This is an optimization exercise on Yosys and OpenROAD, whose aim is small area, a short achievable clock period and few clock cycles, not a production implementation.
Where RTL was checked, it was by simulation tests only, not by an equivalence proof against the original.
No activity file was given, so power comes from the tool's default toggle rates.

==> xenon <==
// sa
module sa #(parameter DIMENSION = 4) (
  input                                             CLK ,
  input                                             RSTn,
  input        [DIMENSION-1:0]                      DVI ,
  input        [          1:0][DIMENSION-1:0][15:0] DI  ,
  output logic [DIMENSION-1:0][DIMENSION-1:0]       DVO ,
  output logic [DIMENSION-1:0][DIMENSION-1:0][15:0] DO
);
==> module post_add_norm, before the edit <==
module post_add_norm (
  input        [41:0] SUM ,
  output logic        SIGN,
  output logic [41:0] MAG
);
  always_comb begin
    SIGN = SUM[41];
    MAG  = SIGN ? -SUM : SUM;
  end
endmodule
==> module acc, before the edit <==
module acc (
  input               CLK    ,
  input               RSTn   ,
  input               DVI    ,
  input               DVN    ,  
  input        [41:0] X      ,
  input               CI     ,
  input               SP     ,
  input               NAN    ,
  input               SPSIGN ,
  output logic [41:0] ACC    ,
  output logic        FIN    ,  
  output logic        SP_ANY ,
  output logic        SP_NAN ,
  output logic        SP_SIGN
);
  logic [1:0] cnt;
  logic       first;   
  logic       first_n;
  logic       clr;     
  always_comb
    first_n = DVI ? (cnt == 2'd3) : first;
  always_ff @(negedge RSTn, posedge CLK)
    if (!RSTn)
      clr <= 1'b0;
    else
      clr <= DVN && first_n;
  always_ff @(posedge CLK)
    ACC <= (clr ? 42'd0 : ACC) + X + 42'(CI);
  always_ff @(negedge RSTn, posedge CLK)
    if (!RSTn) begin
      cnt   <= 2'd0;
      first <= 1'b1;
      FIN   <= 1'b0;
    end else begin
      if (DVI) begin
        cnt   <= cnt + 2'd1;
      end
      first <= first_n;
      FIN <= DVI && (cnt == 2'd3);
    end
  always_ff @(posedge CLK)
    if (DVI && (first || (!SP_ANY && SP))) begin
      SP_ANY  <= SP;
      SP_NAN  <= NAN;
      SP_SIGN <= SPSIGN;
    end
endmodule
==> module sa, before the edit <==
module sa #(parameter DIMENSION = 4) (
  input                                             CLK ,
  input                                             RSTn,
  input        [DIMENSION-1:0]                      DVI ,
  input        [          1:0][DIMENSION-1:0][15:0] DI  ,
  output logic [DIMENSION-1:0][DIMENSION-1:0]       DVO ,
  output logic [DIMENSION-1:0][DIMENSION-1:0][15:0] DO
);
  localparam N = DIMENSION;
  localparam W  = 19;   
  localparam WC = 26;   
  logic [N-1:0][W-1:0]  row_dec, col_dec;
  logic [N-1:0][WC-1:0] col_enc;
  logic [1:0][N-1:0][15:0] di_q;
  logic [N-1:0]            dvi_q;
  always_ff @(posedge CLK)
    di_q <= DI;
  always_ff @(negedge RSTn, posedge CLK)
    if (!RSTn)
      dvi_q <= '0;
    else
      dvi_q <= DVI;
  for (genvar i = 0; i < N; i++) begin : g_dec
    logic [4:0] neg;
    logic [5:0] one, two;
    categorizer row_cat (.F(di_q[0][i]), .D(row_dec[i]));
    categorizer col_cat (.F(di_q[1][i]), .D(col_dec[i]));
    booth_enc   col_bth (.B(col_dec[i][9:0]), .NEG(neg), .ONE(one), .TWO(two));
    always_comb
      if (col_dec[i][16])
        col_enc[i] = {col_dec[i][18:10], 15'd0, col_dec[i][1:0]};
      else
        col_enc[i] = {col_dec[i][18:10], neg, one, two};
  end
  logic [N-1:0][N-1:0][W-1:0]  row_pp;
  logic [N-1:0][N-1:0][WC-1:0] col_pp;
  logic [N-1:0][N-1:0]        dv_pp;
  for (genvar i = 0; i < N; i++) begin : g_pp
    always_ff @(posedge CLK) begin
      row_pp[i][0] <= row_dec[i];
      col_pp[i][0] <= col_enc[i];
      for (int d = 1; d < N; d++) begin
        row_pp[i][d] <= row_pp[i][d-1];
        col_pp[i][d] <= col_pp[i][d-1];
      end
    end
    always_ff @(negedge RSTn, posedge CLK)
      if (!RSTn)
        dv_pp[i] <= '0;
      else
        dv_pp[i] <= {dv_pp[i][N-2:0], dvi_q[i]};
  end
  logic [N-1:0][N-1:0]       fin;
  logic [N-1:0][N-1:0][44:0] res;
  logic [N-1:0][44:0]        sel;
  logic [N-1:0][15:0]        result;
  logic [N-1:0][15:0]        do_q;
  logic [N-1:0][41:0]        mag_q;
  logic [N-1:0]              sign_q;
  logic [N-1:0][2:0]         sp_q;
  logic [N-1:0][N-1:0]       fin_q;
  logic [N-1:0]              n_sign;
  logic [N-1:0][41:0]        n_mag;
  for (genvar i = 0; i < N; i++) begin : g_row
    for (genvar j = 0; j < N; j++) begin : g_pe
      mac pe (
        .CLK (CLK         ),
        .RSTn(RSTn        ),
        .DVI (dv_pp[i][j] ),
        .A   (row_pp[i][j]),
        .B   (col_pp[j][i]),
        .FIN (fin[i][j]   ),
        .RES (res[i][j]   )
      );
    end
    always_comb begin
      sel[i] = '0;
      for (int j = 0; j < N; j++)
        sel[i] = sel[i] | (res[i][j] & {45{fin[i][j]}});
    end
    post_add_norm abs_val (
      .SUM (sel[i][41:0]),
      .SIGN(n_sign[i]   ),
      .MAG (n_mag[i]    )
    );
    always_ff @(posedge CLK) begin
      mag_q[i]  <= n_mag[i];
      sign_q[i] <= n_sign[i];
      sp_q[i]   <= sel[i][44:42];
    end
    always_ff @(negedge RSTn, posedge CLK)
      if (!RSTn)
        fin_q[i] <= '0;
      else
        fin_q[i] <= fin[i];
    final_result fr (
      .MAG    (mag_q[i]   ),
      .SIGN   (sign_q[i]  ),
      .SP_ANY (sp_q[i][0] ),
      .SP_NAN (sp_q[i][1] ),
      .SP_SIGN(sp_q[i][2] ),
      .DO     (result[i]  )
    );
    always_ff @(posedge CLK)
      do_q[i] <= result[i];
    always_ff @(posedge CLK)
      DVO[i] <= fin_q[i];
    for (genvar j = 0; j < N; j++) begin : g_do
      always_comb
        DO[i][j] = do_q[i];
    end
  end
endmodule
==> flow/config.mk <==
export PLATFORM = sky130hd
export DESIGN_NAME = sa
export DESIGN_NICKNAME = sa
export VERILOG_FILES = /design/flow/design.v
export SDC_FILE = /design/flow/constraint.sdc
export NUM_CORES = 8
export LEC_CHECK = 0
export ABC_AREA = 1
export CAP_MARGIN = 20
export CORE_MARGIN = 2
export CORE_UTILIZATION = 55
export CTS_CLUSTER_DIAMETER = 80
export CTS_CLUSTER_SIZE = 40
export SLEW_MARGIN = 20
==> flow/constraint.sdc <==
create_clock -name core_clock -period 10.0 [get_ports {CLK}]
set_input_delay 2.0000 -clock core_clock [delete_from_list [all_inputs] [get_ports {CLK}]]
set_output_delay 2.0000 -clock core_clock [all_outputs]
set_load 0.01 [all_outputs]
standard.sh (not shown) runs the stock make flow with config.mk's settings and CLKGATE_MAP_FILE= SYNTH_SCRIPT=/design/flow/synth_recipe.tcl, a recipe that flattens the netlist after the stock synthesis.
==> flow/flow/run.sh <==
#!/bin/bash
# Own layout flow: the standard synthesis unchanged, then the standard
# ORFS steps with timing repair aimed below the 10 ns clock period (the
# design is still laid out and signed off at the design's clock period and
# constraints).  Each step's output goes to a log file of its own.
set -euo pipefail

# extra make variables for the layout steps
EXTRA="MATCH_CELL_FOOTPRINT=0 SETUP_SLACK_MARGIN=6.7"

bash standard.sh synth > synth.log 2>&1
sed "s|\"\${@:-finish}\"|$EXTRA \"\${@:-finish}\"|" standard.sh > layout.sh
for step in floorplan place cts route finish; do
  bash layout.sh $step > $step.log 2>&1
done
==> fjord: changes against xenon <==
--- a/flow/design.v
+++ b/flow/design.v
@@ -520,9 +520,15 @@
   output logic        SIGN,
   output logic [41:0] MAG
 );
+  logic [41:0] z;
   always_comb begin
     SIGN = SUM[41];
-    MAG  = SIGN ? -SUM : SUM;
+    z = {SUM[40:0], 1'b0};
+    for (int l = 1; l < 42; l = l * 2)
+      for (int i = 0; i < 42; i++)
+        if ((i / l) % 2 == 1)
+          z[i] = z[i] | z[(i / l) * l - 1];
+    MAG = SUM ^ ({42{SIGN}} & z);
   end
 endmodule
 module final_result (
@@ -583,8 +589,23 @@
       clr <= 1'b0;
     else
       clr <= DVN && first_n;
+  logic [41:0] a, g, p, gg, pp;
+  always_comb begin
+    a  = clr ? 42'd0 : ACC;
+    g  = a & X;
+    p  = a ^ X;
+    gg = g;
+    pp = p;
+    gg[0] = g[0] | (p[0] & CI);
+    for (int l = 1; l < 42; l = l * 2)
+      for (int i = 0; i < 42; i++)
+        if ((i / l) % 2 == 1) begin
+          gg[i] = gg[i] | (pp[i] & gg[(i / l) * l - 1]);
+          pp[i] = pp[i] & pp[(i / l) * l - 1];
+        end
+  end
   always_ff @(posedge CLK)
-    ACC <= (clr ? 42'd0 : ACC) + X + 42'(CI);
+    ACC <= p ^ {gg[40:0], CI};
   always_ff @(negedge RSTn, posedge CLK)
     if (!RSTn) begin
       cnt   <= 2'd0;
@@ -709,45 +730,38 @@
   localparam W  = 19;   
   localparam WC = 26;   
   logic [N-1:0][W-1:0]  row_dec, col_dec;
-  logic [N-1:0][WC-1:0] col_enc;
-  logic [1:0][N-1:0][15:0] di_q;
-  logic [N-1:0]            dvi_q;
-  always_ff @(posedge CLK)
-    di_q <= DI;
-  always_ff @(negedge RSTn, posedge CLK)
-    if (!RSTn)
-      dvi_q <= '0;
-    else
-      dvi_q <= DVI;
   for (genvar i = 0; i < N; i++) begin : g_dec
+    categorizer row_cat (.F(DI[0][i]), .D(row_dec[i]));
+    categorizer col_cat (.F(DI[1][i]), .D(col_dec[i]));
+  end
+  logic [N-1:0][N:0][W-1:0]    row_pp;
+  logic [N-1:0][W-1:0]         col_q;     
+  logic [N-1:0][WC-1:0]        col_enc;
+  logic [N-1:0][N-1:1][WC-1:0] col_pp;    
+  logic [N-1:0][N:0]           dv_pp;
+  for (genvar i = 0; i < N; i++) begin : g_pp
     logic [4:0] neg;
     logic [5:0] one, two;
-    categorizer row_cat (.F(di_q[0][i]), .D(row_dec[i]));
-    categorizer col_cat (.F(di_q[1][i]), .D(col_dec[i]));
-    booth_enc   col_bth (.B(col_dec[i][9:0]), .NEG(neg), .ONE(one), .TWO(two));
+    booth_enc col_bth (.B(col_q[i][9:0]), .NEG(neg), .ONE(one), .TWO(two));
     always_comb
-      if (col_dec[i][16])
-        col_enc[i] = {col_dec[i][18:10], 15'd0, col_dec[i][1:0]};
+      if (col_q[i][16])
+        col_enc[i] = {col_q[i][18:10], 15'd0, col_q[i][1:0]};
       else
-        col_enc[i] = {col_dec[i][18:10], neg, one, two};
-  end
-  logic [N-1:0][N-1:0][W-1:0]  row_pp;
-  logic [N-1:0][N-1:0][WC-1:0] col_pp;
-  logic [N-1:0][N-1:0]        dv_pp;
-  for (genvar i = 0; i < N; i++) begin : g_pp
+        col_enc[i] = {col_q[i][18:10], neg, one, two};
     always_ff @(posedge CLK) begin
       row_pp[i][0] <= row_dec[i];
-      col_pp[i][0] <= col_enc[i];
-      for (int d = 1; d < N; d++) begin
+      for (int d = 1; d <= N; d++)
         row_pp[i][d] <= row_pp[i][d-1];
+      col_q[i]     <= col_dec[i];
+      col_pp[i][1] <= col_enc[i];
+      for (int d = 2; d < N; d++)
         col_pp[i][d] <= col_pp[i][d-1];
-      end
     end
     always_ff @(negedge RSTn, posedge CLK)
       if (!RSTn)
         dv_pp[i] <= '0;
       else
-        dv_pp[i] <= {dv_pp[i][N-2:0], dvi_q[i]};
+        dv_pp[i] <= {dv_pp[i][N-1:0], DVI[i]};
   end
   logic [N-1:0][N-1:0]       fin;
   logic [N-1:0][N-1:0][44:0] res;
@@ -762,12 +776,14 @@
   logic [N-1:0][41:0]        n_mag;
   for (genvar i = 0; i < N; i++) begin : g_row
     for (genvar j = 0; j < N; j++) begin : g_pe
+      localparam int DR = (i == 0) ? j + 1 : j;
+      localparam int DC = (i == 0) ? 1 : i;
       mac pe (
-        .CLK (CLK         ),
-        .RSTn(RSTn        ),
-        .DVI (dv_pp[i][j] ),
-        .A   (row_pp[i][j]),
-        .B   (col_pp[j][i]),
+        .CLK (CLK          ),
+        .RSTn(RSTn         ),
+        .DVI (dv_pp[i][DR] ),
+        .A   (row_pp[i][DR]),
+        .B   (col_pp[j][DC]),
         .FIN (fin[i][j]   ),
         .RES (res[i][j]   )
       );
==> flow/flow/run.sh (replaced) <==
#!/bin/bash
# Own layout flow: the standard synthesis unchanged, then the standard
# ORFS steps with timing repair aimed below the 10 ns clock period (the
# design is still laid out and signed off at the design's clock period and
# constraints), gate resizing across cell footprints, a clock tree without
# dummy loads, buf_2 port buffers, and the DO pins that share a register
# placed side by side.
# Each step's output goes to a log file of its own.
set -euo pipefail

# extra make variables for the layout steps
EXTRA="MATCH_CELL_FOOTPRINT=0 SETUP_SLACK_MARGIN=6.55 PRE_IO_PLACEMENT_TCL=$(pwd)/flow/io.tcl"
export BUFFER_PORTS_ARGS="-buffer_cell sky130_fd_sc_hd__buf_2"
export CTS_ARGS="-sink_clustering_enable -repair_clock_nets -sink_clustering_size 40 -sink_clustering_max_diameter 55 -dont_use_dummy_load"

bash standard.sh synth > synth.log 2>&1
sed "s|\"\${@:-finish}\"|$EXTRA \"\${@:-finish}\"|" standard.sh > layout.sh
for step in floorplan place cts route finish; do
  bash layout.sh $step > $step.log 2>&1
done
==> flow/flow/io.tcl (new file) <==
# Pin placement: the four DO ports of a row that show the same register bit
# (DO[i][0..3][b]) are placed next to each other.
for {set i 0} {$i < 4} {incr i} {
  for {set b 0} {$b < 16} {incr b} {
    set pins {}
    for {set j 0} {$j < 4} {incr j} {
      lappend pins "DO\[[expr {$i * 64 + $j * 16 + $b}]\]"
    }
    set_io_pin_constraint -group -order -pin_names $pins
  }
}
CORE_UTILIZATION = 50   (was 55)
CTS_CLUSTER_DIAMETER = not set   (was 80)
CTS_CLUSTER_SIZE = not set   (was 40)
PLACE_DENSITY = 0.68   (was not set)
==> garnet: changes against xenon <==
--- a/flow/design.v
+++ b/flow/design.v
@@ -802,8 +802,11 @@
     );
     always_ff @(posedge CLK)
       do_q[i] <= result[i];
-    always_ff @(posedge CLK)
-      DVO[i] <= fin_q[i];
+    always_ff @(negedge RSTn, posedge CLK)
+      if (!RSTn)
+        DVO[i] <= '0;
+      else
+        DVO[i] <= fin_q[i];
     for (genvar j = 0; j < N; j++) begin : g_do
       always_comb
         DO[i][j] = do_q[i];
CORE_UTILIZATION = 40   (was 55)
CTS_CLUSTER_DIAMETER = not set   (was 80)
CTS_CLUSTER_SIZE = not set   (was 40)
==> comparison table <==
Number of buffer and inverter instances along the worst setup path: fjord 1; xenon -; garnet 1
Core region area: fjord 0.386 mm²; xenon -; garnet 0.516 mm²
Number of signal-net buffers in the layout: fjord 1,127; xenon -; garnet 1,089
Worst hold-check path type: fjord reg -> reg; xenon -; garnet reg -> reg
Seq pwr share: fjord 0.277; xenon -; garnet 0.255
Clk pwr: fjord 10,200 µW; xenon -; garnet 14,400 µW
Clock tree from TritonCTS: fjord built; xenon -; garnet built
Number of detailed-route iterations in the first pass: fjord 6; xenon 8; garnet 7
Final hold vios: fjord 0; xenon -; garnet 0
Endpoint arrival time on the critical path: fjord 1460 ps; xenon -; garnet 1620 ps
Clock transition at the register clock pins on the worst setup and hold paths after CTS: fjord 90 ps; xenon -; garnet 60 ps
Distinct cells, synth: fjord 72; xenon 76; garnet 78
Via total after detailed routing: fjord 170,270; xenon 186,225; garnet 186,151
Setup violators final: fjord 0; xenon -; garnet 0
Number of inserted filler cells in the final layout: fjord 35,988; xenon -; garnet 51,588
Result of the run: fjord complete, no violations; xenon stopped before the end; garnet complete, no violations
Last stage reached: fjord -; xenon 6_report; garnet -
Horizontal extent of the die: fjord 627 µm; xenon 618 µm; garnet 724 µm
Multiplexer fraction of the synthesized cell area: fjord 0.000728; xenon 0.00102; garnet 0.000532
Post-Route WL: fjord 630,000 µm; xenon 710,000 µm; garnet 726,000 µm
All-layer global routing usage: fjord 0.309; xenon 0.355; garnet 0.264
Final worst slack: fjord 6540 ps; xenon -; garnet 6380 ps
Post-CTS repair timing setup buffer count: fjord 247; xenon 133; garnet 154
Count of clock-net buffers in the final layout: fjord 316; xenon -; garnet 483
Post-synthesis instance total: fjord 25,360; xenon 27,680; garnet 27,678
Testbench counts of fjord, summed over its fixed seeds: cycles 1,120.
Testbench counts of garnet, summed over its fixed seeds: cycles 1,128.
For xenon, only the layout was checked, not whether the RTL still works.

[static timing again, ports no longer ideal]
In the flow no input, the clock included, has a driving cell. The finished layouts below were timed again as built, in two steps.
Step 1, drivers: a clkbuf_16 drives CLK and a buf_2 each remaining input, both assumed.
Step 2 also shifts input and output timing later by t, the mid clock arrival at the registers, as if the neighbouring blocks saw the same clock.
Three values: no drivers, after step 1, after step 2; two values: the first two.
| run | t, ns | setup WS [ns] | worst register clock-pin slew, ns | pins driven straight from the clock port |
|---|---|---|---|---|
| fjord | 1.035 | 6.543 / 6.426 / 5.500 | 0.10 / 0.10 | 1 |
| garnet | 1.125 | 6.376 / 6.243 / 6.569 | 0.07 / 0.07 | 1 |
After both steps every run listed still meets setup and hold. For fjord, which loses most, drivers alone change the setup slack by -0.117 ns; drivers and shift together by -1.043 ns. The worst setup slack also covers recovery checks on asynchronous resets.
